Context: an optimization exercise on an open-source flow, tuned for small area. The choices shown serve that exercise and are no tape-out recipe. In this exercise RTL edits were held to simulation tests only and were not proved equivalent to the original. No driver is modelled on the clock port, so clock power and skew are understated where the tree is cut down; a real chip needs a root buffer or a tree. No activity file was given, so power comes from the tool's default toggle rates.

// secmer
module secmer(
    input clk,
    input reset,
    input w_button2, w_button3, w_button4,
    output [6:0] ss1, ss2, ss3, ss4, ss5, ss6, ss7
);
wire rst = ~reset;
reg b2a, b2b, b3a, b3b, b4a, b4b;
always @(posedge clk) begin
    b2a <= reset & ~w_button2;
    b3a <= reset & ~w_button3;
    b4a <= reset & ~w_button4;
    b2b <= b2a;
    b3b <= b3a;
    b4b <= b4a;
end
wire ev2 = b2a & ~b2b;
wire ev3 = b3a & ~b3b;
wire ev4 = b4a & ~b4b;
reg [5:0] cc;
wire cc_fb = (cc[5] & cc[4]) | (~cc[5] & ~cc[4] & ~(cc[2] & cc[1] & cc[0]));
wire tick = (cc == 6'b000001);
always @(posedge clk)
    cc <= rst ? 6'd0 : {cc[4:0], cc_fb};
function [2:0] inc5(input [2:0] c);
    inc5 = {c[1] & c[0], c[0], c[0] ? ~c[2] : ~c[1]};
endfunction
reg active;
reg [2:0] show;      
reg [2:0] pshow;     
wire show0 = ~show[1] & ~show[0];
wire clr = ~active & ev3;
always @(posedge clk) begin
    active <= reset & (active ^ (ev2 & show0));
    if (rst)
        show <= 3'd0;
    else if (~active & ev4)
        show <= inc5(show);
    pshow <= rst ? 3'b010 : show;
end
function [3:0] inc9(input [3:0] d);
    inc9 = {(~d[0] & ~d[3]) | (d[0] & d[1] & d[2]),
            (d[2] & ~d[3]) | (~d[2] & d[3]),
            (d[1] & d[2]) | (~d[0]),
            (d[1])};
endfunction
function is9(input [3:0] d);
    is9 = (d[0] & ~d[1] & ~d[2]);
endfunction
function is8(input [3:0] d);
    is8 = (d[1] & ~d[2] & ~d[3]);
endfunction
reg [15:0] d_time;
reg [1:0] fl;        
wire fz = fl[1] & ~fl[0];
wire fi = ~fl[1] & fl[0];
wire fw = fl[1] & fl[0];
reg lag;             
wire [3:0] d0 = d_time[3:0], d1 = d_time[7:4], d2 = d_time[11:8], d3 = d_time[15:12];
wire n0 = is9(d0);
wire n1 = is9(d1);
wire n2 = is9(d2);
wire inc_hi = (fi & n0 & n1) | fw;
wire [3:0] m0 = (fz | fw) ? 4'd0 : fi ? inc9(d0) : d0;
wire [3:0] m1 = (fz | fw) ? 4'd0 : (fi & n0) ? inc9(d1) : d1;
  ...
Size: ~370 cells after synthesis, ~54 I/O pins, ~4300 sq um of cells after synthesis.
clock: 10.0 ns
lec_check: 0
cap_margin: 20
core_margin: 2
core_utilization: 40
slew_margin: 20
standard.sh (not shown) runs the stock make flow with config.mk's settings and CLKGATE_MAP_FILE= SYNTH_SCRIPT=/design/flow/synth_recipe.tcl, a recipe that flattens the netlist after the stock synthesis.
==> flow/flow/run.sh <==
#!/bin/bash
# Own layout flow: the standard ORFS flow (standard.sh) with
#  - synthesis using an area-oriented ABC mapping script (flow/abc_area.script,
#    selected through ABC_AREA=1); registers are mapped before ABC, as in the
#    standard synthesis, so they keep their names and cell types; pass-through
#    ports get buf_1 instead of buf_4;
#  - the port buffers made of buf_1 cells;
#  - a small clock tree built by flow/mycts.tcl (root buffer plus a few leaf
#    buffers) in place of TritonCTS, with the rest of ORFS's CTS step unchanged.
# Each step's full output goes to a log file in the work folder.
set -euo pipefail
WORK=$(pwd)
FLOWDIR=$WORK/flow

# copy of ORFS's scripts with our ABC script in place of abc_area.script
rm -rf "$WORK/scripts_abc"
cp -r "$FLOW_HOME/scripts" "$WORK/scripts_abc"
cp "$FLOWDIR/abc_area.script" "$WORK/scripts_abc/abc_area.script"

bash standard.sh SCRIPTS_DIR="$WORK/scripts_abc" ABC_AREA=1 \
  "MIN_BUF_CELL_AND_PORTS=sky130_fd_sc_hd__buf_1 A X" synth > "$WORK/flow_synth.log" 2>&1

export MYCTS_PORT=clk
read -r MYCTS_K MYCTS_ROOT MYCTS_LEAF < "$FLOWDIR/mycts.cfg"
export MYCTS_K MYCTS_ROOT MYCTS_LEAF

bash standard.sh "BUFFER_PORTS_ARGS=-buffer_cell sky130_fd_sc_hd__buf_1" \
  "PRE_CTS_TCL=$FLOWDIR/mycts.tcl" finish > "$WORK/flow_layout.log" 2>&1
Other scripts of this flow, unchanged in this note and not shown: flow/flow/abc_area.script, flow/flow/mycts.cfg, flow/flow/mycts.tcl
==> next run, changes <==
--- a/flow/config.mk
+++ b/flow/config.mk
@@ -9,3 +9,3 @@
 export CORE_MARGIN = 2
-export CORE_UTILIZATION = 40
+export CORE_UTILIZATION = 65
 export SLEW_MARGIN = 20
Outcome: Worst setup slack degrades by 0.10 ns; combinational power is about the same; register-to-register slack is worse by 0.13 ns; routed wire length drops by 4.0%; clock power went down by about 3%; die area went down by 37%; critical path depth climbs by 1; synthesized area is unchanged; total power goes down by 0.79%; fmax decreases by 2.3%; final cell count drops by 11%.
In every run of this note, the design's own scripts or RTL, not TritonCTS, make the clock network.

[re-timing with driven ports]
The flow's constraints put no driver on any port. The routed layouts listed below were extracted and timed again, unchanged, in two steps.
Step 1 sets driving cells, clkbuf_16 on the clock port and buf_2 on the other inputs (assumed; they add their load-dependent delay and slew).
Step 2 adds t to the input delays and takes it off the output delays; t is the mean of the earliest and latest rising clock arrival at the registers after step 1. Input paths then give back, and output paths get back, about the clock's delay inside the block.
Slacks: ideal ports / drivers / drivers and shift; pairs: ideal ports / drivers.
run | t, ns | setup slack, ns | hold WS [ns] | latest minus earliest clock arrival (ns) | worst slew at a driven data input, ns
the first run | 0.475 | 5.681 / 5.648 / 6.123 | 0.355 / 0.355 / 0.355 | 0.019 / 0.019 | 0.03
the second run | 0.462 | 5.579 / 5.551 / 6.013 | 0.354 / 0.354 / 0.354 | 0.018 / 0.018 | 0.03
After both steps setup and hold are still met in every run listed.
